What follows belongs to an exercise in optimizing a design on an open flow for small area, a short achievable clock period and few clock cycles per item; a production flow would make more cautious choices.
RTL that was checked went through simulation tests only; none was proved equivalent to the original.
For run 2, only the layout was checked, not whether the RTL still works.
Power and IR drop assume default switching activity.

## flow/design.v (module list and top-level ports; edited modules follow where they fit)
// module wallace_multi: 1754 lines
// module mfa: 4 lines
// module mha: 4 lines
// module mbs: 5 lines
// module ma22o: 3 lines
// module mxor: 3 lines
module wallace_multi (
    input clk,
    input rst,
    input [15:0] a,
    input [15:0] b,
    output reg [31:0] p,
    output reg done
);
  // ...
==> flow/flow/run.sh <==
#!/bin/bash
set -euo pipefail
export BUFFER_PORTS_ARGS="-buffer_cell sky130_fd_sc_hd__buf_1"
bash standard.sh finish > orfs_make.log 2>&1
==> flow/standard.sh <==
#!/bin/bash
# synth_recipe.tcl (not shown) runs the flow's synth.tcl, then flattens the netlist and writes it again
# the make line also repeats each setting of config.mk as NAME=value (left out here)
make -C /OpenROAD-flow-scripts/flow DESIGN_CONFIG=/design/flow/config.mk WORK_HOME=/design/flow/orfs CLKGATE_MAP_FILE= SYNTH_SCRIPT=/design/flow/synth_recipe.tcl "${@:-finish}"
==> flow/config.mk <==
export PLATFORM = sky130hd
export DESIGN_NAME = wallace_multi
export DESIGN_NICKNAME = wallace_multi
export VERILOG_FILES = /design/flow/design.v
export SDC_FILE = /design/flow/constraint.sdc
export NUM_CORES = 4
export LEC_CHECK = 0
export CAP_MARGIN = 20
export CORE_MARGIN = 2
export CORE_UTILIZATION = 40
export CTS_BUF_LIST = sky130_fd_sc_hd__clkbuf_8
export CTS_CLUSTER_DIAMETER = 80
export CTS_CLUSTER_SIZE = 16
export SETUP_SLACK_MARGIN = 2.0
export SLEW_MARGIN = 20
export SYNTH_HIERARCHICAL = 1
==> flow/constraint.sdc <==
create_clock -name core_clock -period 4.0 [get_ports {clk}]
set_input_delay 0.8000 -clock core_clock [delete_from_list [all_inputs] [get_ports {clk}]]
set_output_delay 0.8000 -clock core_clock [all_outputs]
set_load 0.01 [all_outputs]
==> summary.txt, run 1 <==
Total GRT Usage around 16%; initial antenna violation count 0; top cell class by occupied area flip-flops and latches; status timing/DRC/antenna clean; I/O pin count 67; Max Root-Sink Buffers 3; Critical Path Sink Type register; 1st-pass router iterations 6; Buf+Inv Stages, Crit Path 0; critical path cell sequence fa_1, fa_1, ha_4, ha_4; count leader, synth dfxtp_1; total CTS buffers 24; Core Region between 0.03 and 0.04 mm^2; Clock Tree Root clkbuf_8; Largest delay share family, worst path adder cells; Worst Skew 0.0168 ns; vias in the first global route 7474; Logic pwr share 32.7%; setup total negative slack 0 ns; Die ar. between 0.03 and 0.04 mm^2; Synth Area in Adders between 20% and 30%; worst vdd ir around 0.37 mV; Post-synth top flop dfxtp_1; final instance area 0.0140 mm^2; NonClk Buf Share approximately 2.2%; P_comb 0.00318 W; TritonCTS clock tree done; Skew-Pair Late Insertion Delay about 0.57 ns; hold buffers post-CTS 0; Fin. Hold Viols 0
Testbench counts, summed over its fixed seeds: cycles 16,032, items 16,000.
==> run 2: changes to the inputs <==
==> flow/design.v (replaced) <==
module wallace_multi (
    input clk,
    input rst,
    input [15:0] a,
    input [15:0] b,
    output reg [31:0] p,
    output reg done
);
    wire c225;
    wire c227;
    wire c229;
    wire c233;
    wire c235;
    wire c239;
    wire c241;
    wire c246;
    wire c249;
    wire c251;
    wire c256;
    wire c258;
    wire c260;
    wire c262;
    wire c267;
    wire c269;
    wire c271;
    wire c276;
    wire c280;
    wire c282;
    wire c284;
    wire c286;
    wire c291;
    wire c294;
    wire c296;
    wire c298;
    wire c300;
    wire c305;
    wire c308;
    wire c310;
    wire c312;
    wire c314;
    wire c319;
    wire c324;
    wire c326;
    wire c328;
    wire c330;
    wire c332;
    wire c337;
    wire c341;
    wire c343;
    wire c347;
    wire c349;
    wire c351;
    wire c353;
    wire c358;
    wire c362;
    wire c364;
    wire c368;
    wire c370;
    wire c372;
    wire c377;
    wire c382;
    wire c385;
    wire c387;
    wire c391;
    wire c393;
    wire c395;
    wire c397;
    wire c402;
    wire c406;
    wire c408;
    wire c413;
    wire c415;
    wire c417;
    wire c419;
    wire c424;
    wire c429;
    wire c431;
    wire c436;
    wire c438;
    wire c440;
    wire c442;
    wire c447;
    wire c452;
    wire c454;
    wire c456;
    wire c458;
    wire c460;
    wire c462;
    wire c467;
    wire c472;
    wire c474;
    wire c476;
    wire c478;
    wire c480;
    wire c485;
    wire c490;
    wire c492;
    wire c494;
    wire c496;
    wire c498;
    wire c500;
    wire c505;
    wire c508;
    wire c510;
    wire c512;
    wire c514;
    wire c519;
    wire c523;
    wire c525;
    wire c527;
    wire c529;
    wire c534;
    wire c538;
    wire c540;
    wire c542;
    wire c544;
    wire c549;
    wire c551;
    wire c553;
    wire c555;
    wire c560;
    wire c563;
    wire c565;
    wire c570;
    wire c573;
    wire c575;
    wire c577;
    wire c581;
    wire c583;
    wire c588;
    wire c590;
    wire c595;
    wire c597;
    wire c599;
    wire n1;
    wire n2;
    wire n3;
    wire n4;
    wire n5;
    wire n6;
    wire n7;
    wire n8;
    wire n9;
    wire n10;
    wire n11;
    wire n12;
    wire n13;
    wire n14;
    wire n15;
    wire n19;
    wire n22;
    wire n24;
    wire n26;
    wire n28;
    wire n30;
    wire n32;
    wire n34;
    wire n36;
    wire n38;
    wire n40;
    wire n42;
    wire n44;
    wire n46;
    wire n48;
    wire n50;
    wire n51;
    wire n52;
    wire n55;
    wire n57;
    wire n58;
    wire n59;
    wire n60;
    wire n61;
    wire n62;
    wire n63;
    wire n64;
    wire n65;
    wire n66;
    wire n67;
    wire n68;
    wire n69;
    wire n70;
    wire n71;
    wire n72;
    wire n73;
    wire n76;
    wire n78;
    wire n79;
    wire n80;
    wire n81;
    wire n82;
    wire n83;
    wire n84;
    wire n85;
    wire n86;
    wire n87;
    wire n88;
    wire n89;
    wire n90;
    wire n91;
    wire n92;
    wire n93;
    wire n94;
    wire n97;
    wire n99;
    wire n100;
    wire n101;
    wire n102;
    wire n103;
    wire n104;
    wire n105;
    wire n106;
    wire n107;
    wire n108;
    wire n109;
    wire n110;
    wire n111;
    wire n112;
    wire n113;
    wire n114;
    wire n115;
    wire n118;
    wire n120;
    wire n121;
    wire n122;
    wire n123;
    wire n124;
    wire n125;
    wire n126;
    wire n127;
    wire n128;
    wire n129;
    wire n130;
    wire n131;
    wire n132;
    wire n133;
    wire n134;
    wire n135;
    wire n136;
    wire n139;
    wire n141;
    wire n142;
    wire n143;
    wire n144;
    wire n145;
    wire n146;
    wire n147;
    wire n148;
    wire n149;
    wire n150;
    wire n151;
    wire n152;
    wire n153;
    wire n154;
    wire n155;
    wire n156;
    wire n157;
    wire n160;
    wire n162;
    wire n163;
    wire n164;
    wire n165;
    wire n166;
    wire n167;
    wire n168;
    wire n169;
    wire n170;
    wire n171;
    wire n172;
    wire n173;
    wire n174;
    wire n175;
    wire n176;
    wire n177;
    wire n178;
    wire n181;
    wire n183;
    wire n184;
    wire n185;
    wire n186;
    wire n187;
    wire n188;
    wire n189;
    wire n190;
    wire n191;
    wire n192;
    wire n193;
    wire n194;
    wire n195;
    wire n196;
    wire n197;
    wire n198;
    wire n199;
    wire n200;
    wire n201;
    wire n202;
    wire n203;
    wire n204;
    wire n205;
    wire n206;
    wire n207;
    wire n208;
    wire n209;
    wire n210;
    wire n211;
    wire n212;
    wire n213;
    wire n214;
    wire n215;
    wire n216;
    wire n217;
    wire n218;
    wire n219;
    wire n220;
    wire n221;
    wire n222;
    wire n223;
    wire n600;
    wire n601;
    wire n602;
    wire n603;
    wire n604;
    wire n605;
    wire n607;
    wire n608;
    wire n609;
    wire n610;
    wire n611;
    wire n612;
    wire n613;
    wire n614;
    wire n615;
    wire n616;
    wire n619;
    wire n620;
    wire n621;
    wire n622;
    wire n624;
    wire n625;
    wire n626;
    wire n627;
    wire n628;
    wire n629;
    wire n630;
    wire n631;
    wire n632;
    wire n633;
    wire n635;
    wire n636;
    wire n639;
    wire n640;
    wire n643;
    wire n644;
    wire n647;
    wire n648;
    wire n651;
    wire n652;
    wire n655;
    wire n656;
    wire n657;
    wire n658;
    wire n659;
    wire n660;
    wire n661;
    wire n662;
    wire n663;
    wire n664;
    wire n665;
    wire n666;
    wire n667;
    wire n668;
    wire n670;
    wire n671;
    wire n672;
    wire n673;
    wire n674;
    wire n675;
    wire n676;
    wire n677;
    wire n678;
    wire n679;
    wire n680;
    wire n681;
    wire n682;
    wire n683;
    wire n685;
    wire n687;
    wire n689;
    wire n690;
    wire n691;
    wire n692;
    wire n693;
    wire n694;
    wire n695;
    wire n696;
    wire n697;
    wire n698;
    wire n699;
    wire n703;
    wire n705;
    wire n706;
    wire n707;
    wire n708;
    wire n709;
    wire n712;
    wire n713;
    wire n717;
    wire n719;
    wire n720;
    wire n721;
    wire n723;
    wire n725;
    wire n726;
    wire n727;
    wire n728;
    wire n729;
    wire n730;
    wire n731;
    wire n734;
    wire n735;
    wire n736;
    wire n737;
    wire n738;
    wire n739;
    wire n740;
    wire n741;
    wire n742;
    wire n743;
    wire n746;
    wire n747;
    wire n749;
    wire n751;
    wire n752;
    wire n753;
    wire n754;
    wire n755;
    wire n756;
    wire n757;
    wire n758;
    wire n759;
    wire n760;
    wire n761;
    wire n762;
    wire n763;
    wire n764;
    wire n765;
    wire n766;
    wire n767;
    wire n768;
    wire n769;
    wire n770;
    wire n771;
    wire n772;
    wire n773;
    wire n774;
    wire n775;
    wire n781;
    wire n783;
    wire n784;
    wire n785;
    wire n786;
    wire n787;
    wire n788;
    wire n789;
    wire n792;
    wire n793;
    wire n794;
    wire n795;
    wire n796;
    wire n797;
    wire n798;
    wire n799;
    wire n800;
    wire n801;
    wire n802;
    wire n803;
    wire n804;
    wire n805;
    wire n809;
    wire n811;
    wire n812;
    wire n813;
    wire n819;
    wire n821;
    wire n826;
    wire n827;
    wire n832;
    wire n833;
    wire n834;
    wire n835;
    wire n838;
    wire n839;
    wire n840;
    wire n841;
    wire n842;
    wire n843;
    wire n845;
    wire n846;
    wire n847;
    wire n848;
    wire n849;
    wire n850;
    wire n851;
    wire n852;
    wire n853;
    wire n854;
    wire n857;
    wire n858;
    wire n861;
    wire n862;
    wire n864;
    wire n865;
    wire n868;
    wire n869;
    wire n872;
    wire n873;
    wire n876;
    wire n877;
    wire n880;
    reg r16;
    reg r17;
    reg r18;
    reg r20;
    reg r21;
    reg r23;
    reg r25;
    reg r27;
    reg r29;
    reg r31;
    reg r33;
    reg r35;
    reg r37;
    reg r39;
    reg r41;
    reg r43;
    reg r45;
    reg r47;
    reg r49;
    reg r53;
    reg r54;
    reg r56;
    reg r74;
    reg r75;
    reg r77;
    reg r95;
    reg r96;
    reg r98;
    reg r116;
    reg r117;
    reg r119;
    reg r137;
    reg r138;
    reg r140;
    reg r158;
    reg r159;
    reg r161;
    reg r179;
    reg r180;
    reg r182;
    reg r230;
    reg r231;
    reg r236;
    reg r237;
    reg r242;
    reg r243;
    reg r244;
    reg r247;
    reg r252;
    reg r253;
    reg r254;
    reg r263;
    reg r264;
    reg r265;
    reg r272;
    reg r273;
    reg r274;
    reg r277;
    reg r278;
    reg r287;
    reg r288;
    reg r289;
    reg r292;
    reg r301;
    reg r302;
    reg r303;
    reg r306;
    reg r315;
    reg r316;
    reg r317;
    reg r320;
    reg r321;
    reg r322;
    reg r333;
    reg r334;
    reg r335;
    reg r338;
    reg r339;
    reg r344;
    reg r345;
    reg r354;
    reg r355;
    reg r356;
    reg r359;
    reg r360;
    reg r365;
    reg r366;
    reg r373;
    reg r374;
    reg r375;
    reg r378;
    reg r379;
    reg r380;
    reg r383;
    reg r388;
    reg r389;
    reg r398;
    reg r399;
    reg r400;
    reg r403;
    reg r404;
    reg r409;
    reg r410;
    reg r411;
    reg r420;
    reg r421;
    reg r422;
    reg r425;
    reg r426;
    reg r427;
    reg r432;
    reg r433;
    reg r434;
    reg r443;
    reg r444;
    reg r445;
    reg r448;
    reg r449;
    reg r450;
    reg r463;
    reg r464;
    reg r465;
    reg r468;
    reg r469;
    reg r470;
    reg r481;
    reg r482;
    reg r483;
    reg r486;
    reg r487;
    reg r488;
    reg r501;
    reg r502;
    reg r503;
    reg r506;
    reg r515;
    reg r516;
    reg r517;
    reg r520;
    reg r521;
    reg r530;
    reg r531;
    reg r532;
    reg r535;
    reg r536;
    reg r545;
    reg r546;
    reg r547;
    reg r556;
    reg r557;
    reg r558;
    reg r561;
    reg r566;
    reg r567;
    reg r568;
    reg r571;
    reg r578;
    reg r579;
    reg r584;
    reg r585;
    reg r586;
    reg r591;
    reg r592;
    reg r593;
    reg r606;
    reg r617;
    reg r618;
    reg r623;
    reg r634;
    reg r637;
    reg r638;
    reg r641;
    reg r642;
    reg r645;
    reg r646;
    reg r649;
    reg r650;
    reg r653;
    reg r654;
    reg r669;
    reg r684;
    reg r686;
    reg r688;
    reg r700;
    reg r701;
    reg r702;
    reg r704;
    reg r710;
    reg r711;
    reg r714;
    reg r715;
    reg r716;
    reg r718;
    reg r722;
    reg r724;
    reg r732;
    reg r733;
    reg r744;
    reg r745;
    reg r748;
    reg r750;
    reg r776;
    reg r777;
    reg r778;
    reg r779;
    reg r780;
    reg r782;
    reg r790;
    reg r791;
    reg r806;
    reg r807;
    reg r808;
    reg r810;
    reg r814;
    reg r815;
    reg r816;
    reg r817;
    reg r818;
    reg r820;
    reg r822;
    reg r823;
    reg r824;
    reg r825;
    reg r828;
    reg r829;
    reg r830;
    reg r831;
    reg r836;
    reg r837;
    reg r844;
    reg r855;
    reg r856;
    reg r859;
    reg r860;
    reg r863;
    reg r866;
    reg r867;
    reg r870;
    reg r871;
    reg r874;
    reg r875;
    reg r878;
    reg r879;
    reg r881;
    reg r882;
    reg r883;
    reg r884;
    reg r885;
    reg r886;
    reg r887;
    reg r888;
    reg r889;
    reg r890;
    reg r891;
    reg r892;
    reg r893;
    reg r894;
    reg r895;
    reg r896;
    reg r897;
    reg r898;
    reg r899;
    reg r900;
    reg r901;
    reg r902;
    reg r903;
    reg r904;
    reg r905;
    reg r906;
    reg r907;
    reg r908;
    reg r909;
    reg r910;
    reg r911;
    reg r912;
    wire s224;
    wire s226;
    wire s228;
    wire s232;
    wire s234;
    wire s238;
    wire s240;
    wire s245;
    wire s248;
    wire s250;
    wire s255;
    wire s257;
    wire s259;
    wire s261;
    wire s266;
    wire s268;
    wire s270;
    wire s275;
    wire s279;
    wire s281;
    wire s283;
    wire s285;
    wire s290;
    wire s293;
    wire s295;
    wire s297;
    wire s299;
    wire s304;
    wire s307;
    wire s309;
    wire s311;
    wire s313;
    wire s318;
    wire s323;
    wire s325;
    wire s327;
    wire s329;
    wire s331;
    wire s336;
    wire s340;
    wire s342;
    wire s346;
    wire s348;
    wire s350;
    wire s352;
    wire s357;
    wire s361;
    wire s363;
    wire s367;
    wire s369;
    wire s371;
    wire s376;
    wire s381;
    wire s384;
    wire s386;
    wire s390;
    wire s392;
    wire s394;
    wire s396;
    wire s401;
    wire s405;
    wire s407;
    wire s412;
    wire s414;
    wire s416;
    wire s418;
    wire s423;
    wire s428;
    wire s430;
    wire s435;
    wire s437;
    wire s439;
    wire s441;
    wire s446;
    wire s451;
    wire s453;
    wire s455;
    wire s457;
    wire s459;
    wire s461;
    wire s466;
    wire s471;
    wire s473;
    wire s475;
    wire s477;
    wire s479;
    wire s484;
    wire s489;
    wire s491;
    wire s493;
    wire s495;
    wire s497;
    wire s499;
    wire s504;
    wire s507;
    wire s509;
    wire s511;
    wire s513;
    wire s518;
    wire s522;
    wire s524;
    wire s526;
    wire s528;
    wire s533;
    wire s537;
    wire s539;
    wire s541;
    wire s543;
    wire s548;
    wire s550;
    wire s552;
    wire s554;
    wire s559;
    wire s562;
    wire s564;
    wire s569;
    wire s572;
    wire s574;
    wire s576;
    wire s580;
    wire s582;
    wire s587;
    wire s589;
    wire s594;
    wire s596;
    wire s598;
    assign n1 = b[1] & ~b[0];
    assign n2 = b[2] ^ b[1];
    assign n3 = (b[3] & ~b[2] & ~b[1]) | (~b[3] & b[2] & b[1]);
    assign n4 = b[4] ^ b[3];
    assign n5 = (b[5] & ~b[4] & ~b[3]) | (~b[5] & b[4] & b[3]);
    assign n6 = b[6] ^ b[5];
    assign n7 = (b[7] & ~b[6] & ~b[5]) | (~b[7] & b[6] & b[5]);
    assign n8 = b[8] ^ b[7];
    assign n9 = (b[9] & ~b[8] & ~b[7]) | (~b[9] & b[8] & b[7]);
    assign n10 = b[10] ^ b[9];
    assign n11 = (b[11] & ~b[10] & ~b[9]) | (~b[11] & b[10] & b[9]);
    assign n12 = b[12] ^ b[11];
    assign n13 = (b[13] & ~b[12] & ~b[11]) | (~b[13] & b[12] & b[11]);
    assign n14 = b[14] ^ b[13];
    assign n15 = (b[15] & ~b[14] & ~b[13]) | (~b[15] & b[14] & b[13]);
    always @(posedge clk) begin
        r16 <= b[0];
        r17 <= a[0];
        r18 <= b[1];
        r20 <= a[1];
        r21 <= n1;
        r23 <= a[2];
        r25 <= a[3];
        r27 <= a[4];
        r29 <= a[5];
        r31 <= a[6];
        r33 <= a[7];
        r35 <= a[8];
        r37 <= a[9];
        r39 <= a[10];
        r41 <= a[11];
        r43 <= a[12];
        r45 <= a[13];
        r47 <= a[14];
        r49 <= a[15];
        r53 <= n2;
        r54 <= b[3];
        r56 <= n3;
        r74 <= n4;
        r75 <= b[5];
        r77 <= n5;
        r95 <= n6;
        r96 <= b[7];
        r98 <= n7;
        r116 <= n8;
        r117 <= b[9];
        r119 <= n9;
        r137 <= n10;
        r138 <= b[11];
        r140 <= n11;
        r158 <= n12;
        r159 <= b[13];
        r161 <= n13;
        r179 <= n14;
        r180 <= b[15];
        r182 <= n15;
    end
    assign n19 = (r16 & r17) ^ r18;
    mbs un22 (.one(r16), .a1(r20), .two(r21), .a0(r17), .neg(r18), .x(n22));
    mbs un24 (.one(r16), .a1(r23), .two(r21), .a0(r20), .neg(r18), .x(n24));
    mbs un26 (.one(r16), .a1(r25), .two(r21), .a0(r23), .neg(r18), .x(n26));
    mbs un28 (.one(r16), .a1(r27), .two(r21), .a0(r25), .neg(r18), .x(n28));
    mbs un30 (.one(r16), .a1(r29), .two(r21), .a0(r27), .neg(r18), .x(n30));
    mbs un32 (.one(r16), .a1(r31), .two(r21), .a0(r29), .neg(r18), .x(n32));
    mbs un34 (.one(r16), .a1(r33), .two(r21), .a0(r31), .neg(r18), .x(n34));
    mbs un36 (.one(r16), .a1(r35), .two(r21), .a0(r33), .neg(r18), .x(n36));
    mbs un38 (.one(r16), .a1(r37), .two(r21), .a0(r35), .neg(r18), .x(n38));
    mbs un40 (.one(r16), .a1(r39), .two(r21), .a0(r37), .neg(r18), .x(n40));
    mbs un42 (.one(r16), .a1(r41), .two(r21), .a0(r39), .neg(r18), .x(n42));
    mbs un44 (.one(r16), .a1(r43), .two(r21), .a0(r41), .neg(r18), .x(n44));
    mbs un46 (.one(r16), .a1(r45), .two(r21), .a0(r43), .neg(r18), .x(n46));
    mbs un48 (.one(r16), .a1(r47), .two(r21), .a0(r45), .neg(r18), .x(n48));
    mbs un50 (.one(r16), .a1(r49), .two(r21), .a0(r47), .neg(r18), .x(n50));
    assign n51 = (r21 & r49) ^ r18;
    assign n52 = ~r18;
    assign n55 = (r53 & r17) ^ r54;
    mbs un57 (.one(r53), .a1(r20), .two(r56), .a0(r17), .neg(r54), .x(n57));
    mbs un58 (.one(r53), .a1(r23), .two(r56), .a0(r20), .neg(r54), .x(n58));
    mbs un59 (.one(r53), .a1(r25), .two(r56), .a0(r23), .neg(r54), .x(n59));
    mbs un60 (.one(r53), .a1(r27), .two(r56), .a0(r25), .neg(r54), .x(n60));
    mbs un61 (.one(r53), .a1(r29), .two(r56), .a0(r27), .neg(r54), .x(n61));
    mbs un62 (.one(r53), .a1(r31), .two(r56), .a0(r29), .neg(r54), .x(n62));
    mbs un63 (.one(r53), .a1(r33), .two(r56), .a0(r31), .neg(r54), .x(n63));
    mbs un64 (.one(r53), .a1(r35), .two(r56), .a0(r33), .neg(r54), .x(n64));
    mbs un65 (.one(r53), .a1(r37), .two(r56), .a0(r35), .neg(r54), .x(n65));
    mbs un66 (.one(r53), .a1(r39), .two(r56), .a0(r37), .neg(r54), .x(n66));
    mbs un67 (.one(r53), .a1(r41), .two(r56), .a0(r39), .neg(r54), .x(n67));
    mbs un68 (.one(r53), .a1(r43), .two(r56), .a0(r41), .neg(r54), .x(n68));
    mbs un69 (.one(r53), .a1(r45), .two(r56), .a0(r43), .neg(r54), .x(n69));
    mbs un70 (.one(r53), .a1(r47), .two(r56), .a0(r45), .neg(r54), .x(n70));
    mbs un71 (.one(r53), .a1(r49), .two(r56), .a0(r47), .neg(r54), .x(n71));
    assign n72 = (r56 & r49) ^ r54;
    assign n73 = ~r54;
    assign n76 = (r74 & r17) ^ r75;
    mbs un78 (.one(r74), .a1(r20), .two(r77), .a0(r17), .neg(r75), .x(n78));
    mbs un79 (.one(r74), .a1(r23), .two(r77), .a0(r20), .neg(r75), .x(n79));
    mbs un80 (.one(r74), .a1(r25), .two(r77), .a0(r23), .neg(r75), .x(n80));
    mbs un81 (.one(r74), .a1(r27), .two(r77), .a0(r25), .neg(r75), .x(n81));
    mbs un82 (.one(r74), .a1(r29), .two(r77), .a0(r27), .neg(r75), .x(n82));
    mbs un83 (.one(r74), .a1(r31), .two(r77), .a0(r29), .neg(r75), .x(n83));
    mbs un84 (.one(r74), .a1(r33), .two(r77), .a0(r31), .neg(r75), .x(n84));
    mbs un85 (.one(r74), .a1(r35), .two(r77), .a0(r33), .neg(r75), .x(n85));
    mbs un86 (.one(r74), .a1(r37), .two(r77), .a0(r35), .neg(r75), .x(n86));
    mbs un87 (.one(r74), .a1(r39), .two(r77), .a0(r37), .neg(r75), .x(n87));
    mbs un88 (.one(r74), .a1(r41), .two(r77), .a0(r39), .neg(r75), .x(n88));
    mbs un89 (.one(r74), .a1(r43), .two(r77), .a0(r41), .neg(r75), .x(n89));
    mbs un90 (.one(r74), .a1(r45), .two(r77), .a0(r43), .neg(r75), .x(n90));
    mbs un91 (.one(r74), .a1(r47), .two(r77), .a0(r45), .neg(r75), .x(n91));
    mbs un92 (.one(r74), .a1(r49), .two(r77), .a0(r47), .neg(r75), .x(n92));
    assign n93 = (r77 & r49) ^ r75;
    assign n94 = ~r75;
    assign n97 = (r95 & r17) ^ r96;
    mbs un99 (.one(r95), .a1(r20), .two(r98), .a0(r17), .neg(r96), .x(n99));
    mbs un100 (.one(r95), .a1(r23), .two(r98), .a0(r20), .neg(r96), .x(n100));
    mbs un101 (.one(r95), .a1(r25), .two(r98), .a0(r23), .neg(r96), .x(n101));
    mbs un102 (.one(r95), .a1(r27), .two(r98), .a0(r25), .neg(r96), .x(n102));
    mbs un103 (.one(r95), .a1(r29), .two(r98), .a0(r27), .neg(r96), .x(n103));
    mbs un104 (.one(r95), .a1(r31), .two(r98), .a0(r29), .neg(r96), .x(n104));
    mbs un105 (.one(r95), .a1(r33), .two(r98), .a0(r31), .neg(r96), .x(n105));
    mbs un106 (.one(r95), .a1(r35), .two(r98), .a0(r33), .neg(r96), .x(n106));
    mbs un107 (.one(r95), .a1(r37), .two(r98), .a0(r35), .neg(r96), .x(n107));
    mbs un108 (.one(r95), .a1(r39), .two(r98), .a0(r37), .neg(r96), .x(n108));
    mbs un109 (.one(r95), .a1(r41), .two(r98), .a0(r39), .neg(r96), .x(n109));
    mbs un110 (.one(r95), .a1(r43), .two(r98), .a0(r41), .neg(r96), .x(n110));
    mbs un111 (.one(r95), .a1(r45), .two(r98), .a0(r43), .neg(r96), .x(n111));
    mbs un112 (.one(r95), .a1(r47), .two(r98), .a0(r45), .neg(r96), .x(n112));
    mbs un113 (.one(r95), .a1(r49), .two(r98), .a0(r47), .neg(r96), .x(n113));
    assign n114 = (r98 & r49) ^ r96;
    assign n115 = ~r96;
    assign n118 = (r116 & r17) ^ r117;
    mbs un120 (.one(r116), .a1(r20), .two(r119), .a0(r17), .neg(r117), .x(n120));
    mbs un121 (.one(r116), .a1(r23), .two(r119), .a0(r20), .neg(r117), .x(n121));
    mbs un122 (.one(r116), .a1(r25), .two(r119), .a0(r23), .neg(r117), .x(n122));
    mbs un123 (.one(r116), .a1(r27), .two(r119), .a0(r25), .neg(r117), .x(n123));
    mbs un124 (.one(r116), .a1(r29), .two(r119), .a0(r27), .neg(r117), .x(n124));
    mbs un125 (.one(r116), .a1(r31), .two(r119), .a0(r29), .neg(r117), .x(n125));
    mbs un126 (.one(r116), .a1(r33), .two(r119), .a0(r31), .neg(r117), .x(n126));
    mbs un127 (.one(r116), .a1(r35), .two(r119), .a0(r33), .neg(r117), .x(n127));
    mbs un128 (.one(r116), .a1(r37), .two(r119), .a0(r35), .neg(r117), .x(n128));
    mbs un129 (.one(r116), .a1(r39), .two(r119), .a0(r37), .neg(r117), .x(n129));
    mbs un130 (.one(r116), .a1(r41), .two(r119), .a0(r39), .neg(r117), .x(n130));
    mbs un131 (.one(r116), .a1(r43), .two(r119), .a0(r41), .neg(r117), .x(n131));
    mbs un132 (.one(r116), .a1(r45), .two(r119), .a0(r43), .neg(r117), .x(n132));
    mbs un133 (.one(r116), .a1(r47), .two(r119), .a0(r45), .neg(r117), .x(n133));
    mbs un134 (.one(r116), .a1(r49), .two(r119), .a0(r47), .neg(r117), .x(n134));
    assign n135 = (r119 & r49) ^ r117;
    assign n136 = ~r117;
    assign n139 = (r137 & r17) ^ r138;
    mbs un141 (.one(r137), .a1(r20), .two(r140), .a0(r17), .neg(r138), .x(n141));
    mbs un142 (.one(r137), .a1(r23), .two(r140), .a0(r20), .neg(r138), .x(n142));
    mbs un143 (.one(r137), .a1(r25), .two(r140), .a0(r23), .neg(r138), .x(n143));
    mbs un144 (.one(r137), .a1(r27), .two(r140), .a0(r25), .neg(r138), .x(n144));
    mbs un145 (.one(r137), .a1(r29), .two(r140), .a0(r27), .neg(r138), .x(n145));
    mbs un146 (.one(r137), .a1(r31), .two(r140), .a0(r29), .neg(r138), .x(n146));
    mbs un147 (.one(r137), .a1(r33), .two(r140), .a0(r31), .neg(r138), .x(n147));
    mbs un148 (.one(r137), .a1(r35), .two(r140), .a0(r33), .neg(r138), .x(n148));
    mbs un149 (.one(r137), .a1(r37), .two(r140), .a0(r35), .neg(r138), .x(n149));
    mbs un150 (.one(r137), .a1(r39), .two(r140), .a0(r37), .neg(r138), .x(n150));
    mbs un151 (.one(r137), .a1(r41), .two(r140), .a0(r39), .neg(r138), .x(n151));
    mbs un152 (.one(r137), .a1(r43), .two(r140), .a0(r41), .neg(r138), .x(n152));
    mbs un153 (.one(r137), .a1(r45), .two(r140), .a0(r43), .neg(r138), .x(n153));
    mbs un154 (.one(r137), .a1(r47), .two(r140), .a0(r45), .neg(r138), .x(n154));
    mbs un155 (.one(r137), .a1(r49), .two(r140), .a0(r47), .neg(r138), .x(n155));
    assign n156 = (r140 & r49) ^ r138;
    assign n157 = ~r138;
    assign n160 = (r158 & r17) ^ r159;
    mbs un162 (.one(r158), .a1(r20), .two(r161), .a0(r17), .neg(r159), .x(n162));
    mbs un163 (.one(r158), .a1(r23), .two(r161), .a0(r20), .neg(r159), .x(n163));
    mbs un164 (.one(r158), .a1(r25), .two(r161), .a0(r23), .neg(r159), .x(n164));
    mbs un165 (.one(r158), .a1(r27), .two(r161), .a0(r25), .neg(r159), .x(n165));
    mbs un166 (.one(r158), .a1(r29), .two(r161), .a0(r27), .neg(r159), .x(n166));
    mbs un167 (.one(r158), .a1(r31), .two(r161), .a0(r29), .neg(r159), .x(n167));
    mbs un168 (.one(r158), .a1(r33), .two(r161), .a0(r31), .neg(r159), .x(n168));
    mbs un169 (.one(r158), .a1(r35), .two(r161), .a0(r33), .neg(r159), .x(n169));
    mbs un170 (.one(r158), .a1(r37), .two(r161), .a0(r35), .neg(r159), .x(n170));
    mbs un171 (.one(r158), .a1(r39), .two(r161), .a0(r37), .neg(r159), .x(n171));
    mbs un172 (.one(r158), .a1(r41), .two(r161), .a0(r39), .neg(r159), .x(n172));
    mbs un173 (.one(r158), .a1(r43), .two(r161), .a0(r41), .neg(r159), .x(n173));
    mbs un174 (.one(r158), .a1(r45), .two(r161), .a0(r43), .neg(r159), .x(n174));
    mbs un175 (.one(r158), .a1(r47), .two(r161), .a0(r45), .neg(r159), .x(n175));
    mbs un176 (.one(r158), .a1(r49), .two(r161), .a0(r47), .neg(r159), .x(n176));
    assign n177 = (r161 & r49) ^ r159;
    assign n178 = ~r159;
    assign n181 = (r179 & r17) ^ r180;
    mbs un183 (.one(r179), .a1(r20), .two(r182), .a0(r17), .neg(r180), .x(n183));
    mbs un184 (.one(r179), .a1(r23), .two(r182), .a0(r20), .neg(r180), .x(n184));
    mbs un185 (.one(r179), .a1(r25), .two(r182), .a0(r23), .neg(r180), .x(n185));
    mbs un186 (.one(r179), .a1(r27), .two(r182), .a0(r25), .neg(r180), .x(n186));
    mbs un187 (.one(r179), .a1(r29), .two(r182), .a0(r27), .neg(r180), .x(n187));
    mbs un188 (.one(r179), .a1(r31), .two(r182), .a0(r29), .neg(r180), .x(n188));
    mbs un189 (.one(r179), .a1(r33), .two(r182), .a0(r31), .neg(r180), .x(n189));
    mbs un190 (.one(r179), .a1(r35), .two(r182), .a0(r33), .neg(r180), .x(n190));
    mbs un191 (.one(r179), .a1(r37), .two(r182), .a0(r35), .neg(r180), .x(n191));
    mbs un192 (.one(r179), .a1(r39), .two(r182), .a0(r37), .neg(r180), .x(n192));
    mbs un193 (.one(r179), .a1(r41), .two(r182), .a0(r39), .neg(r180), .x(n193));
    mbs un194 (.one(r179), .a1(r43), .two(r182), .a0(r41), .neg(r180), .x(n194));
    mbs un195 (.one(r179), .a1(r45), .two(r182), .a0(r43), .neg(r180), .x(n195));
    mbs un196 (.one(r179), .a1(r47), .two(r182), .a0(r45), .neg(r180), .x(n196));
    mbs un197 (.one(r179), .a1(r49), .two(r182), .a0(r47), .neg(r180), .x(n197));
    assign n198 = (r182 & r49) ^ r180;
    assign n199 = ~r180;
    assign n200 = r180 & r17;
    assign n201 = r180 & r20;
    assign n202 = r180 & r23;
    assign n203 = r180 & r25;
    assign n204 = r180 & r27;
    assign n205 = r180 & r29;
    assign n206 = r180 & r31;
    assign n207 = r180 & r33;
    assign n208 = r180 & r35;
    assign n209 = r180 & r37;
    assign n210 = r180 & r39;
    assign n211 = r180 & r41;
    assign n212 = r180 & r43;
    assign n213 = r180 & r45;
    assign n214 = r180 & r47;
    assign n215 = r180 & r49;
    assign n216 = ~n201;
    assign n217 = ~n201;
    assign n218 = ~n204;
    assign n219 = ~n206;
    assign n220 = ~n208;
    assign n221 = ~n210;
    assign n222 = ~n212;
    assign n223 = ~n214;
    mha us224 (.a(r54), .b(n24), .s(s224), .co(c225));
    mha us226 (.a(n26), .b(n57), .s(s226), .co(c227));
    mfa us228 (.a(r75), .b(n28), .c(n58), .s(s228), .co(c229));
    mfa us234 (.a(n30), .b(n59), .c(n78), .s(s234), .co(c235));
    mfa us240 (.a(r96), .b(n32), .c(n60), .s(s240), .co(c241));
    mfa us250 (.a(n34), .b(n61), .c(n80), .s(s250), .co(c251));
    mfa us259 (.a(r117), .b(n36), .c(n62), .s(s259), .co(c260));
    mfa us261 (.a(n81), .b(n100), .c(n118), .s(s261), .co(c262));
    mfa us270 (.a(n38), .b(n63), .c(n82), .s(s270), .co(c271));
    mfa us283 (.a(r138), .b(n40), .c(n64), .s(s283), .co(c284));
    mfa us285 (.a(n83), .b(n102), .c(n121), .s(s285), .co(c286));
    mfa us297 (.a(n42), .b(n65), .c(n84), .s(s297), .co(c298));
    mfa us299 (.a(n103), .b(n122), .c(n141), .s(s299), .co(c300));
    mfa us311 (.a(r159), .b(n44), .c(n66), .s(s311), .co(c312));
    mfa us313 (.a(n85), .b(n104), .c(n123), .s(s313), .co(c314));
    mfa us329 (.a(n46), .b(n67), .c(n86), .s(s329), .co(c330));
    mfa us331 (.a(n105), .b(n124), .c(n143), .s(s331), .co(c332));
    mfa us348 (.a(r180), .b(n48), .c(n68), .s(s348), .co(c349));
    mfa us350 (.a(n87), .b(n106), .c(n125), .s(s350), .co(c351));
    mfa us352 (.a(n144), .b(n163), .c(n181), .s(s352), .co(c353));
    mfa us369 (.a(n50), .b(n69), .c(n88), .s(s369), .co(c370));
    mfa us371 (.a(n107), .b(n126), .c(n145), .s(s371), .co(c372));
    mfa us392 (.a(n200), .b(n51), .c(n70), .s(s392), .co(c393));
    mfa us394 (.a(n89), .b(n108), .c(n127), .s(s394), .co(c395));
    mfa us396 (.a(n146), .b(n165), .c(n184), .s(s396), .co(c397));
    mfa us414 (.a(n52), .b(n216), .c(n71), .s(s414), .co(c415));
    mfa us416 (.a(n90), .b(n109), .c(n128), .s(s416), .co(c417));
    mfa us418 (.a(n147), .b(n166), .c(n185), .s(s418), .co(c419));
    mfa us437 (.a(n202), .b(n217), .c(n72), .s(s437), .co(c438));
    mfa us439 (.a(n91), .b(n110), .c(n129), .s(s439), .co(c440));
    mfa us441 (.a(n148), .b(n167), .c(n186), .s(s441), .co(c442));
    mfa us457 (.a(n73), .b(n203), .c(n201), .s(s457), .co(c458));
    mfa us459 (.a(n92), .b(n111), .c(n130), .s(s459), .co(c460));
    mfa us461 (.a(n149), .b(n168), .c(n187), .s(s461), .co(c462));
    mfa us477 (.a(n218), .b(n93), .c(n112), .s(s477), .co(c478));
    mfa us479 (.a(n131), .b(n150), .c(n169), .s(s479), .co(c480));
    mfa us495 (.a(n94), .b(n205), .c(n204), .s(s495), .co(c496));
    mfa us497 (.a(n113), .b(n132), .c(n151), .s(s497), .co(c498));
    mfa us499 (.a(n170), .b(n189), .c(s495), .s(s499), .co(c500));
    mfa us511 (.a(n219), .b(n114), .c(n133), .s(s511), .co(c512));
    mfa us513 (.a(n152), .b(n171), .c(n190), .s(s513), .co(c514));
    mfa us526 (.a(n115), .b(n207), .c(n206), .s(s526), .co(c527));
    mfa us528 (.a(n134), .b(n153), .c(n172), .s(s528), .co(c529));
    mfa us541 (.a(n220), .b(n135), .c(n154), .s(s541), .co(c542));
    mfa us543 (.a(n173), .b(n192), .c(c527), .s(s543), .co(c544));
    mfa us552 (.a(n136), .b(n209), .c(n208), .s(s552), .co(c553));
    mfa us554 (.a(n155), .b(n174), .c(n193), .s(s554), .co(c555));
    mfa us564 (.a(n221), .b(n156), .c(n175), .s(s564), .co(c565));
    mfa us574 (.a(n157), .b(n211), .c(n210), .s(s574), .co(c575));
    mfa us576 (.a(n176), .b(n195), .c(s574), .s(s576), .co(c577));
    mfa us582 (.a(n222), .b(n177), .c(n196), .s(s582), .co(c583));
    mfa us589 (.a(n178), .b(n213), .c(n212), .s(s589), .co(c590));
    mfa us596 (.a(n223), .b(n198), .c(c590), .s(s596), .co(c597));
    mfa us598 (.a(n199), .b(n215), .c(n214), .s(s598), .co(c599));
    assign n600 = n19 & r18;
    assign n601 = n19 ^ r18;
    assign n602 = n55 & s224;
    assign n603 = n55 ^ s224;
    assign n604 = c225 & s226;
    assign n605 = c225 ^ s226;
    assign n672 = c597 & s598;
    assign n673 = c597 ^ s598;
    assign n674 = n22 & n600;
    assign n675 = n22 & n601;
    assign n676 = n604 | (n605 & n602);
    assign n677 = n605 & n603;
    assign n784 = n602 | (n603 & n674);
    assign n785 = n603 & n675;
    assign n834 = n22 ^ n600;
    assign n835 = n603 ^ n674;
    always @(posedge clk) begin
        r230 <= n76;
        r231 <= c227;
        r236 <= c229;
        r237 <= s234;
        r242 <= n79;
        r243 <= n97;
        r244 <= c235;
        r247 <= s240;
        r252 <= n99;
        r253 <= c241;
        r254 <= s250;
        r263 <= c251;
        r264 <= s259;
        r265 <= s261;
        r272 <= n101;
        r273 <= n120;
        r274 <= c260;
        r277 <= c262;
        r278 <= s270;
        r287 <= n139;
        r288 <= c271;
        r289 <= s283;
        r292 <= s285;
        r301 <= c284;
        r302 <= c286;
        r303 <= s297;
        r306 <= s299;
        r315 <= n142;
        r316 <= n160;
        r317 <= c298;
        r320 <= c300;
        r321 <= s311;
        r322 <= s313;
        r333 <= n162;
        r334 <= c312;
        r335 <= c314;
        r338 <= s329;
        r339 <= s331;
        r354 <= c330;
        r355 <= c332;
        r356 <= s348;
        r359 <= s350;
        r360 <= s352;
        r373 <= n164;
        r374 <= n183;
        r375 <= c349;
        r378 <= c351;
        r379 <= c353;
        r380 <= s369;
        r383 <= s371;
        r398 <= c370;
        r399 <= c372;
        r400 <= s392;
        r403 <= s394;
        r404 <= s396;
        r420 <= c393;
        r421 <= c395;
        r422 <= c397;
        r425 <= s414;
        r426 <= s416;
        r427 <= s418;
        r443 <= c415;
        r444 <= c417;
        r445 <= c419;
        r448 <= s437;
        r449 <= s439;
        r450 <= s441;
        r463 <= s457;
        r464 <= c438;
        r465 <= c440;
        r468 <= c442;
        r469 <= s459;
        r470 <= s461;
        r481 <= n188;
        r482 <= c458;
        r483 <= c460;
        r486 <= c462;
        r487 <= s477;
        r488 <= s479;
        r501 <= c478;
        r502 <= c480;
        r503 <= s497;
        r506 <= s499;
        r515 <= c496;
        r516 <= c498;
        r517 <= s511;
        r520 <= s513;
        r521 <= c500;
        r530 <= n191;
        r531 <= s526;
        r532 <= c512;
        r535 <= c514;
        r536 <= s528;
        r545 <= c529;
        r546 <= s541;
        r547 <= s543;
        r556 <= s552;
        r557 <= c542;
        r558 <= s554;
        r561 <= c544;
        r566 <= n194;
        r567 <= c553;
        r568 <= c555;
        r571 <= s564;
        r578 <= c565;
        r579 <= s576;
        r584 <= c575;
        r585 <= s582;
        r586 <= c577;
        r591 <= n197;
        r592 <= s589;
        r593 <= c583;
        r606 <= s228;
        r669 <= s596;
        r710 <= n672;
        r711 <= n673;
        r714 <= n676;
        r715 <= n677;
        r716 <= n674;
        r718 <= n675;
        r836 <= n605;
        r837 <= n784;
        r881 <= n601;
        r884 <= n834;
        r887 <= n835;
    end
    mha us232 (.a(r230), .b(r231), .s(s232), .co(c233));
    mha us238 (.a(r236), .b(r237), .s(s238), .co(c239));
    mfa us245 (.a(r242), .b(r243), .c(r244), .s(s245), .co(c246));
    mha us248 (.a(r247), .b(c239), .s(s248), .co(c249));
    mfa us255 (.a(r252), .b(r253), .c(r254), .s(s255), .co(c256));
    mfa us257 (.a(c246), .b(s255), .c(c249), .s(s257), .co(c258));
    mfa us266 (.a(r263), .b(r264), .c(r265), .s(s266), .co(c267));
    mha us268 (.a(c256), .b(s266), .s(s268), .co(c269));
    mfa us275 (.a(r272), .b(r273), .c(r274), .s(s275), .co(c276));
    mfa us279 (.a(r277), .b(r278), .c(c267), .s(s279), .co(c280));
    mha us281 (.a(s275), .b(c269), .s(s281), .co(c282));
    mfa us290 (.a(r287), .b(r288), .c(r289), .s(s290), .co(c291));
    mfa us293 (.a(r292), .b(c276), .c(s290), .s(s293), .co(c294));
    mfa us295 (.a(c280), .b(s293), .c(c282), .s(s295), .co(c296));
    mfa us304 (.a(r301), .b(r302), .c(r303), .s(s304), .co(c305));
    mfa us307 (.a(r306), .b(c291), .c(s304), .s(s307), .co(c308));
    mha us309 (.a(c294), .b(s307), .s(s309), .co(c310));
    mfa us318 (.a(r315), .b(r316), .c(r317), .s(s318), .co(c319));
    mfa us323 (.a(r320), .b(r321), .c(r322), .s(s323), .co(c324));
    mfa us325 (.a(c305), .b(s318), .c(s323), .s(s325), .co(c326));
    mha us327 (.a(c308), .b(s325), .s(s327), .co(c328));
    mfa us336 (.a(r333), .b(r334), .c(r335), .s(s336), .co(c337));
    mfa us340 (.a(r338), .b(r339), .c(c319), .s(s340), .co(c341));
    mfa us342 (.a(c324), .b(s336), .c(c326), .s(s342), .co(c343));
    mfa us357 (.a(r354), .b(r355), .c(r356), .s(s357), .co(c358));
    mfa us361 (.a(r359), .b(r360), .c(c337), .s(s361), .co(c362));
    mfa us363 (.a(s357), .b(c341), .c(s361), .s(s363), .co(c364));
    mfa us376 (.a(r373), .b(r374), .c(r375), .s(s376), .co(c377));
    mfa us381 (.a(r378), .b(r379), .c(r380), .s(s381), .co(c382));
    mfa us384 (.a(r383), .b(c358), .c(s376), .s(s384), .co(c385));
    mfa us386 (.a(s381), .b(c362), .c(s384), .s(s386), .co(c387));
    mfa us401 (.a(r398), .b(r399), .c(r400), .s(s401), .co(c402));
    mfa us405 (.a(r403), .b(r404), .c(c377), .s(s405), .co(c406));
    mfa us407 (.a(c382), .b(s401), .c(c385), .s(s407), .co(c408));
    mfa us423 (.a(r420), .b(r421), .c(r422), .s(s423), .co(c424));
    mfa us428 (.a(r425), .b(r426), .c(r427), .s(s428), .co(c429));
    mfa us430 (.a(c402), .b(s423), .c(s428), .s(s430), .co(c431));
    mfa us446 (.a(r443), .b(r444), .c(r445), .s(s446), .co(c447));
    mfa us451 (.a(r448), .b(r449), .c(r450), .s(s451), .co(c452));
    mfa us453 (.a(c424), .b(c429), .c(s446), .s(s453), .co(c454));
    mfa us455 (.a(s451), .b(c431), .c(s453), .s(s455), .co(c456));
    mfa us466 (.a(r463), .b(r464), .c(r465), .s(s466), .co(c467));
    mfa us471 (.a(r468), .b(r469), .c(r470), .s(s471), .co(c472));
    mfa us473 (.a(c447), .b(c452), .c(s466), .s(s473), .co(c474));
    mfa us475 (.a(s471), .b(c454), .c(s473), .s(s475), .co(c476));
    mfa us484 (.a(r481), .b(r482), .c(r483), .s(s484), .co(c485));
    mfa us489 (.a(r486), .b(r487), .c(r488), .s(s489), .co(c490));
    mfa us491 (.a(c467), .b(c472), .c(s484), .s(s491), .co(c492));
    mfa us493 (.a(s489), .b(c474), .c(s491), .s(s493), .co(c494));
    mfa us504 (.a(r501), .b(r502), .c(r503), .s(s504), .co(c505));
    mfa us507 (.a(r506), .b(c485), .c(c490), .s(s507), .co(c508));
    mfa us509 (.a(s504), .b(c492), .c(s507), .s(s509), .co(c510));
    mfa us518 (.a(r515), .b(r516), .c(r517), .s(s518), .co(c519));
    mfa us522 (.a(r520), .b(r521), .c(c505), .s(s522), .co(c523));
    mfa us524 (.a(s518), .b(c508), .c(s522), .s(s524), .co(c525));
    mfa us533 (.a(r530), .b(r531), .c(r532), .s(s533), .co(c534));
    mfa us537 (.a(r535), .b(r536), .c(c519), .s(s537), .co(c538));
    mfa us539 (.a(s533), .b(c523), .c(s537), .s(s539), .co(c540));
    mfa us548 (.a(r545), .b(r546), .c(r547), .s(s548), .co(c549));
    mfa us550 (.a(c534), .b(s548), .c(c538), .s(s550), .co(c551));
    mfa us559 (.a(r556), .b(r557), .c(r558), .s(s559), .co(c560));
    mfa us562 (.a(r561), .b(c549), .c(s559), .s(s562), .co(c563));
    mfa us569 (.a(r566), .b(r567), .c(r568), .s(s569), .co(c570));
    mfa us572 (.a(r571), .b(c560), .c(s569), .s(s572), .co(c573));
    mfa us580 (.a(r578), .b(r579), .c(c570), .s(s580), .co(c581));
    mfa us587 (.a(r584), .b(r585), .c(r586), .s(s587), .co(c588));
    mfa us594 (.a(r591), .b(r592), .c(r593), .s(s594), .co(c595));
    assign n607 = r606 & s232;
    assign n608 = r606 ^ s232;
    assign n609 = c233 & s238;
    assign n610 = c233 ^ s238;
    assign n611 = s245 & s248;
    assign n612 = s245 ^ s248;
    assign n613 = c258 & s268;
    assign n614 = c258 ^ s268;
    assign n615 = s279 & s281;
    assign n616 = s279 ^ s281;
    assign n621 = c310 & s327;
    assign n622 = c310 ^ s327;
    assign n657 = c540 & s550;
    assign n658 = c540 ^ s550;
    assign n659 = c551 & s562;
    assign n660 = c551 ^ s562;
    assign n661 = c563 & s572;
    assign n662 = c563 ^ s572;
    assign n663 = c573 & s580;
    assign n664 = c573 ^ s580;
    assign n665 = c581 & s587;
    assign n666 = c581 ^ s587;
    assign n667 = c588 & s594;
    assign n668 = c588 ^ s594;
    assign n670 = c595 & r669;
    assign n671 = c595 ^ r669;
    assign n678 = n609 | (n610 & n607);
    assign n679 = n610 & n608;
    assign n680 = s257 & n611;
    assign n681 = s257 & n612;
    assign n682 = n615 | (n616 & n613);
    assign n683 = n616 & n614;
    assign n706 = n663 | (n664 & n661);
    assign n707 = n664 & n662;
    assign n708 = n667 | (n668 & n665);
    assign n709 = n668 & n666;
    assign n712 = r710 | (r711 & n670);
    assign n713 = r711 & n671;
    assign n717 = r714 | (r715 & r716);
    assign n719 = r715 & r718;
    assign n720 = n680 | (n681 & n678);
    assign n721 = n681 & n679;
    assign n736 = n712 | (n713 & n708);
    assign n737 = n713 & n709;
    assign n738 = n720 | (n721 & n717);
    assign n739 = n721 & n719;
    assign n764 = n678 | (n679 & n717);
    assign n765 = n679 & n719;
    assign n786 = n607 | (n608 & n717);
    assign n787 = n608 & n719;
    assign n788 = n611 | (n612 & n764);
    assign n789 = n612 & n765;
    assign n838 = r836 ^ r837;
    assign n839 = n608 ^ n717;
    assign n840 = n610 ^ n786;
    assign n841 = n612 ^ n764;
    assign n842 = s257 ^ n788;
    always @(posedge clk) begin
        r344 <= s340;
        r345 <= c328;
        r365 <= c343;
        r366 <= s363;
        r388 <= c364;
        r389 <= s386;
        r409 <= s405;
        r410 <= c387;
        r411 <= s407;
        r432 <= c406;
        r433 <= s430;
        r434 <= c408;
        r617 <= c296;
        r618 <= s309;
        r623 <= s342;
        r634 <= s455;
        r637 <= c456;
        r638 <= s475;
        r641 <= c476;
        r642 <= s493;
        r645 <= c494;
        r646 <= s509;
        r649 <= c510;
        r650 <= s524;
        r653 <= c525;
        r654 <= s539;
        r684 <= s295;
        r686 <= n621;
        r688 <= n622;
        r700 <= n659;
        r701 <= n660;
        r702 <= n657;
        r704 <= n658;
        r722 <= n682;
        r724 <= n683;
        r732 <= n706;
        r733 <= n707;
        r744 <= n736;
        r745 <= n737;
        r748 <= n738;
        r750 <= n739;
        r776 <= n708;
        r778 <= n709;
        r790 <= n613;
        r791 <= n614;
        r814 <= n661;
        r816 <= n662;
        r822 <= n665;
        r824 <= n666;
        r828 <= n670;
        r830 <= n671;
        r844 <= n616;
        r870 <= n664;
        r874 <= n668;
        r878 <= r711;
        r882 <= r881;
        r885 <= r884;
        r888 <= r887;
        r890 <= n838;
        r892 <= n839;
        r894 <= n840;
        r896 <= n841;
        r898 <= n842;
    end
    mha us346 (.a(r344), .b(r345), .s(s346), .co(c347));
    mha us367 (.a(r365), .b(r366), .s(s367), .co(c368));
    mha us390 (.a(r388), .b(r389), .s(s390), .co(c391));
    mfa us412 (.a(r409), .b(r410), .c(r411), .s(s412), .co(c413));
    mfa us435 (.a(r432), .b(r433), .c(r434), .s(s435), .co(c436));
    assign n619 = r617 & r618;
    assign n620 = r617 ^ r618;
    assign n624 = r623 & s346;
    assign n625 = r623 ^ s346;
    assign n626 = c347 & s367;
    assign n627 = c347 ^ s367;
    assign n628 = c368 & s390;
    assign n629 = c368 ^ s390;
    assign n630 = c391 & s412;
    assign n631 = c391 ^ s412;
    assign n632 = c413 & s435;
    assign n633 = c413 ^ s435;
    assign n635 = c436 & r634;
    assign n636 = c436 ^ r634;
    assign n639 = r637 & r638;
    assign n640 = r637 ^ r638;
    assign n643 = r641 & r642;
    assign n644 = r641 ^ r642;
    assign n647 = r645 & r646;
    assign n648 = r645 ^ r646;
    assign n651 = r649 & r650;
    assign n652 = r649 ^ r650;
    assign n655 = r653 & r654;
    assign n656 = r653 ^ r654;
    assign n685 = n620 & r684;
    assign n687 = n624 | (n625 & r686);
    assign n689 = n625 & r688;
    assign n690 = n628 | (n629 & n626);
    assign n691 = n629 & n627;
    assign n692 = n632 | (n633 & n630);
    assign n693 = n633 & n631;
    assign n694 = n639 | (n640 & n635);
    assign n695 = n640 & n636;
    assign n696 = n647 | (n648 & n643);
    assign n697 = n648 & n644;
    assign n698 = n655 | (n656 & n651);
    assign n699 = n656 & n652;
    assign n703 = r700 | (r701 & r702);
    assign n705 = r701 & r704;
    assign n723 = n619 | (n685 & r722);
    assign n725 = n685 & r724;
    assign n726 = n690 | (n691 & n687);
    assign n727 = n691 & n689;
    assign n728 = n694 | (n695 & n692);
    assign n729 = n695 & n693;
    assign n730 = n698 | (n699 & n696);
    assign n731 = n699 & n697;
    assign n734 = r732 | (r733 & n703);
    assign n735 = r733 & n705;
    assign n740 = n726 | (n727 & n723);
    assign n741 = n727 & n725;
    assign n742 = n730 | (n731 & n728);
    assign n743 = n731 & n729;
    assign n746 = r744 | (r745 & n734);
    assign n747 = r745 & n735;
    assign n749 = n740 | (n741 & r748);
    assign n751 = n741 & r750;
    assign n752 = n746 | (n747 & n742);
    assign n753 = n747 & n743;
    assign n754 = n752 | (n753 & n749);
    assign n755 = n753 & n751;
    assign n756 = n742 | (n743 & n749);
    assign n757 = n743 & n751;
    assign n758 = n723 | (n725 & r748);
    assign n759 = n725 & r750;
    assign n760 = n728 | (n729 & n749);
    assign n761 = n729 & n751;
    assign n762 = n734 | (n735 & n756);
    assign n763 = n735 & n757;
    assign n766 = r722 | (r724 & r748);
    assign n767 = r724 & r750;
    assign n768 = n687 | (n689 & n758);
    assign n769 = n689 & n759;
    assign n770 = n692 | (n693 & n749);
    assign n771 = n693 & n751;
    assign n772 = n696 | (n697 & n760);
    assign n773 = n697 & n761;
    assign n774 = n703 | (n705 & n756);
    assign n775 = n705 & n757;
    assign n792 = r790 | (r791 & r748);
    assign n793 = r791 & r750;
    assign n794 = r684 & n766;
    assign n795 = r684 & n767;
    assign n796 = r686 | (r688 & n758);
    assign n797 = r688 & n759;
    assign n798 = n626 | (n627 & n768);
    assign n799 = n627 & n769;
    assign n800 = n630 | (n631 & n749);
    assign n801 = n631 & n751;
    assign n802 = n635 | (n636 & n770);
    assign n803 = n636 & n771;
    assign n804 = n643 | (n644 & n760);
    assign n805 = n644 & n761;
    assign n812 = r702 | (r704 & n756);
    assign n813 = r704 & n757;
    assign n843 = r791 ^ r748;
    assign n845 = r844 ^ n792;
    assign n846 = r684 ^ n766;
    assign n847 = n620 ^ n794;
    assign n848 = r688 ^ n758;
    assign n849 = n625 ^ n796;
    assign n850 = n627 ^ n768;
    assign n851 = n629 ^ n798;
    assign n852 = n631 ^ n749;
    assign n853 = n633 ^ n800;
    assign n854 = n636 ^ n770;
    assign n858 = n644 ^ n760;
    assign n865 = r704 ^ n756;
    always @(posedge clk) begin
        r777 <= r776;
        r779 <= r778;
        r780 <= n762;
        r782 <= n763;
        r806 <= n651;
        r807 <= n652;
        r808 <= n772;
        r810 <= n773;
        r815 <= r814;
        r817 <= r816;
        r818 <= n774;
        r820 <= n775;
        r823 <= r822;
        r825 <= r824;
        r829 <= r828;
        r831 <= r830;
        r855 <= n640;
        r856 <= n802;
        r859 <= n648;
        r860 <= n804;
        r863 <= n656;
        r866 <= r701;
        r867 <= n812;
        r871 <= r870;
        r875 <= r874;
        r879 <= r878;
        r883 <= r882;
        r886 <= r885;
        r889 <= r888;
        r891 <= r890;
        r893 <= r892;
        r895 <= r894;
        r897 <= r896;
        r899 <= r898;
        r900 <= n843;
        r901 <= n845;
        r902 <= n846;
        r903 <= n847;
        r904 <= n848;
        r905 <= n849;
        r906 <= n850;
        r907 <= n851;
        r908 <= n852;
        r909 <= n853;
        r910 <= n854;
        r911 <= n858;
        r912 <= n865;
    end
    assign n781 = r777 | (r779 & r780);
    assign n783 = r779 & r782;
    assign n809 = r806 | (r807 & r808);
    assign n811 = r807 & r810;
    assign n819 = r815 | (r817 & r818);
    assign n821 = r817 & r820;
    assign n826 = r823 | (r825 & r780);
    assign n827 = r825 & r782;
    assign n832 = r829 | (r831 & n781);
    assign n833 = r831 & n783;
    assign n857 = r855 ^ r856;
    assign n861 = r859 ^ r860;
    assign n862 = r807 ^ r808;
    assign n864 = r863 ^ n809;
    assign n868 = r866 ^ r867;
    assign n869 = r817 ^ r818;
    assign n872 = r871 ^ n819;
    assign n873 = r825 ^ r780;
    assign n876 = r875 ^ n826;
    assign n877 = r831 ^ n781;
    assign n880 = r879 ^ n832;
    always @(posedge clk) p <= {n880, n877, n876, n873, n872, n869, n868, r912, n864, n862, n861, r911, n857, r910, r909, r908, r907, r906, r905, r904, r903, r902, r901, r900, r899, r897, r895, r893, r891, r889, r886, r883};
    reg [3:0] v;
    always @(posedge clk or negedge rst) begin
        if (!rst) begin
            v <= 4'b0;
            done <= 1'b0;
        end else begin
            v <= {v[2:0], 1'b1};
            done <= v[3];
        end
    end
endmodule
module mfa (input a, input b, input c, output s, output co);
    assign s = a ^ b ^ c;
    assign co = (a & b) | (a & c) | (b & c);
endmodule
module mha (input a, input b, output s, output co);
    assign s = a ^ b;
    assign co = a & b;
endmodule
module mbs (input one, input a1, input two, input a0, input neg, output x);
    wire m;
    ma22o u0 (.a(one), .b(a1), .c(two), .d(a0), .y(m));
    mxor u1 (.a(m), .b(neg), .y(x));
endmodule
module ma22o (input a, input b, input c, input d, output y);
    assign y = (a & b) | (c & d);
endmodule
module mxor (input a, input b, output y);
    assign y = a ^ b;
endmodule
--- a/flow/config.mk
+++ b/flow/config.mk
@@ -6,11 +6,11 @@
 export NUM_CORES = 4
 export LEC_CHECK = 0
 export CAP_MARGIN = 20
 export CORE_MARGIN = 2
 export CORE_UTILIZATION = 40
 export CTS_BUF_LIST = sky130_fd_sc_hd__clkbuf_8
 export CTS_CLUSTER_DIAMETER = 80
 export CTS_CLUSTER_SIZE = 16
-export SETUP_SLACK_MARGIN = 2.0
+export SETUP_SLACK_MARGIN = 2.05
 export SLEW_MARGIN = 20
 export SYNTH_HIERARCHICAL = 1
==> run 2 against run 1 <==
  * Still clean
  * Count of clock-buffer cells in the layout is 2 lower
  * Sequential power shrank 5.0%
  * Combinational power increased by 26%
  * Synthesized cell count is 1.6% lower
  * Die area is 2.5% lower
  * Via count fell by 2.1%
  * Non-clock buffer count grew 9
  * Cell count shrank 1.1%
  * Utilization rose by 0.93 points
==> summary.txt, run 2 <==
post-layout util a little under half; vias per inst between 4 and 5; Layout fillers around 2900; Peak Freq around 410 MHz; gr ovfl total 0; Arr. time, crit path approximately 2.9 ns; initial antenna violation count 0 (unchanged); max reg flops 32; ys async rst share about 1.6%; Synth cell types 36; Skew-Pair Late Insertion Delay 0.56 ns (about the same); multiplexer share of the synthesized area 0%; first-pass GRT wire length ~40000 um; CP required between 4 and 5 ns; Die ar. 0.0324 mm^2 (-2.5%); top post-synthesis cells by count dfxtp_1, xor2_1, fa_1, a22o_1, ha_1; status timing/DRC/antenna clean; Worst Skew 0.0209 ns (+0.00415 ns); Top reg by flops p; share of cells above drive strength 1 11.9%; largest net degree at the start of global routing 20; Hold Crit Class input port to async pin; critical path type register to register; PwrDens around 740 mW/mm^2; Worst Slack Setup Final ~1.6 ns; H-tree Lvls 1; number of synthesized flops with an enable pin 0; Synthesized Nets approximately 1100; hold buffers post-CTS 0 (unchanged); Core Region 0.0306 mm^2 (-2.8%); sequential cell area fraction in the yosys report between 40% and 50%; syn_area_per_cell between 10 and 15 um^2; final WL around 24000 um; setup violators final 0; Site Rows 64; RSZ-0062 raised after global routing yes; DRC Markers 0; via count roughly 7000; WHS about 0.083 ns; CTS sink cnt approximately 300; slew margin rel. 50.0%; Crit path top cell by count fa_1; cell taking the most area after synthesis dfxtp_1; compound-cell area share of the yosys netlist between 10% and 20%; worst vdd ir 0.382 mV (+2.4%); CP max stage delay between 0.5 and 0.6 ns; main combinational cell family by area after synthesis adder cells; Max-Cap Viols 0; crit path max-delay cell type fa_1; Area growth syn-to-layout 11.7%; vias in the first global route 7441 (-0.44%); dpl ws approximately 1.5 ns; total CTS buffers 23 (-4.2%); die height 180 um; Die Wd 180 um; pin slew with the least headroom to its limit 0.749 ns; I/O pin count 67 (unchanged); number of DRC markers in iteration 0 between 400 and 500; count leader, synth dfxtp_1; Clock Tree Root clkbuf_8; Seq cells post-synth approximately 300; Synth Area in Adders 24.5% (+1.2 points); period utilization between 60 and 70%; Detailed Place HPWL roughly 16000 um; 1st-pass router iterations 5 (-1); drt wl/cell around 17 um; critical path cell sequence fa_1, ha_4, nand3_2, or2_4, o21ai_4, inv_2, fa_1, inv_1; crit path launch type register; setup total negative slack 0 ns (unchanged); Post-Synth Simple-Gate Area approximately 3.0%; Critical Path Sink Type register; commonest non-fill, non-tap cell in the layout dfxtp_1; Area contributors post-synth dfxtp_1, fa_1, xor2_1, a22o_1, ha_1; final net count roughly 1200; yosys warns 7; Mapped Cells about 910; CP max FO 4; min cycle time layout between 2 and 2.5 ns; Buf+Inv Stages, Crit Path 2 (+2); Max Root-Sink Buffers 3 (unchanged); max-slew violations 0; IO buf count 66; biggest regs p: 32 flops, v: 4 flops; top cell type's share of synthesized area 48.3%; TritonCTS clock tree done; Final ANT Viol Nets 0; RR Startpoint r434; commonest cells after routing, fill and taps aside dfxtp_1, xor2_1, a22o_1; initial core utilization roughly 40%; Post-synth top flop dfxtp_1; worst setup path startpoint r434; Fin. Hold Viols 0 (unchanged); Clock Pin Slew Worst Setup and Hold Paths 0.09 ns; leakage power 5.85 nW; post-synthesis xor/xnor area fraction 11.2%; Total GRT Usage 15.2% (-0.30 points); GP Congestion between 0.7 and 0.8; antenna cell count 0; Largest delay share family, worst path adder cells; Syn Std Cell Area between 0.01 and 0.015 mm^2
run 2: cell count changes after synthesis, moves of 3 or more:
cell	delta
dfxtp_1	-19
and2_1	-11
nor2_1	-3
fa_1	+3
inv_1	+15
clkbuf_1	+3
buf_2	-3
a21o_1	-8
run 2: layout make-up:
type | count | area (um^2) | share of cell area, %
Multi-Input combinational cell | 558 | 6300 | 45.5
Sequential cell | 304 | 6190 | 44.6
Tap cell | 396 | 495 | 3.57
Timing Repair Buffer | 80 | 377 | 2.72
Clock buffer | 23 | 317 | 2.28
Inverter | 43 | 161 | 1.16
Clock inverter | 3 | 23.8 | 0.171
run 2: worst register-to-register path, cell delays in order, from the launching register on:
cell     delay (ns)
dfxtp_2        0.33
fa_1           0.51
ha_4           0.32
nand3_2        0.10
or2_4          0.25
o21ai_4        0.24
inv_2          0.06
fa_1           0.48
inv_1          0.04
run 2: layer usage:
metal  vias up  GRT usage (%)  wire [um]
met5         -              0          0
met4         0           4.26        453
met3        32           2.93       1440
met2       169           23.9      10800
met1      3397           21.5      11400
li1       3230              -          -
run 2: path summary, 6_finish.rpt:
kind                            endpoint  slack, ns  cells after the start
worst max-delay path                r911       1.58                      8
worst min-delay path                done       0.08                      1
worst max register to register      r911       1.58                      8
worst min register to register      r878       0.31                      0
max in group asynchronous           v[0]       3.72                      1
min in group core_clock             r878       0.31                      0
run 2: repair_timing:
item,in CTS,in global routing
buffers inserted,7,4
setup endpoints to repair,36,46
endpoints found under the hold margin,0,0
gates resized for setup,40,38
pin swaps,16,15
run 2: modules after synthesis, one instance, submodules excluded, excerpt:
module / flip-flops and latches / times used / cells inside / area (um^2)
wallace_multi: 304 / 1 / 543 / 7870
mfa: 0 / 114 / 1 / 20.0
mha: 0 / 12 / 1 / 12.5
ma22o: 0 / 120 / 1 / 8.76
mxor: 0 / 120 / 1 / 8.76
run 2: through the flow:
step / power [W] / instances / cell area [um^2]
floorplan: 0.00721 / 909 / 12500
global placement: 0.00826 / 1370 / 13200
detailed placement: 0.00838 / 1370 / 13200
CTS: 0.0102 / 1403 / 13700
global route: 0.0112 / 1407 / 13900
finish: 0.0102 / 1407 / 13900
run 2: cells by family after synthesis:
logic type,Yosys count
flip-flops,304
XOR/XNOR,159
AND/OR/NAND/NOR,72
AO/OA/AOI/OAI,156
buffers and inverters,47
other,1
adder cells (fa/ha/maj),170
run 2: power by group:
group / switching, W / internal, W / total (W)
combinational: 0.00197 / 0.00203 / 0.00401
clock: 0.000932 / 0.000531 / 0.00146
sequential: 0.000554 / 0.00419 / 0.00474

afterwards: timing with drivers on the ports:
No port has a modelled driver above. Below, the same layouts with a new extraction and two added sets of constraints. Step 1, drivers: a clkbuf_16 drives clk and a buf_2 each remaining input, both assumed. Step 2, shift: input delay + t, output delay - t, t = (earliest + latest rising clock arrival at the registers) / 2. This alone moves slack from input paths to output paths. a / b / c = ideal ports / drivers / drivers and shift; a / b = the first two.
| run | shift t [ns] | slack for setup (ns) | worst hold slack (ns) | worst register clock-pin slew, ns | worst data-port slew with drivers (ns) |
|---|---|---|---|---|---|
| run 1 | 0.607 | 2.028 / 2.028 / 2.028 | 0.069 / 0.043 / 0.333 | 0.11 / 0.11 | 0.04 |
| run 2 | 0.593 | 1.581 / 1.581 / 1.581 | 0.083 / 0.057 / 0.312 | 0.11 / 0.11 | 0.04 |
After both steps every run listed still meets setup and hold.
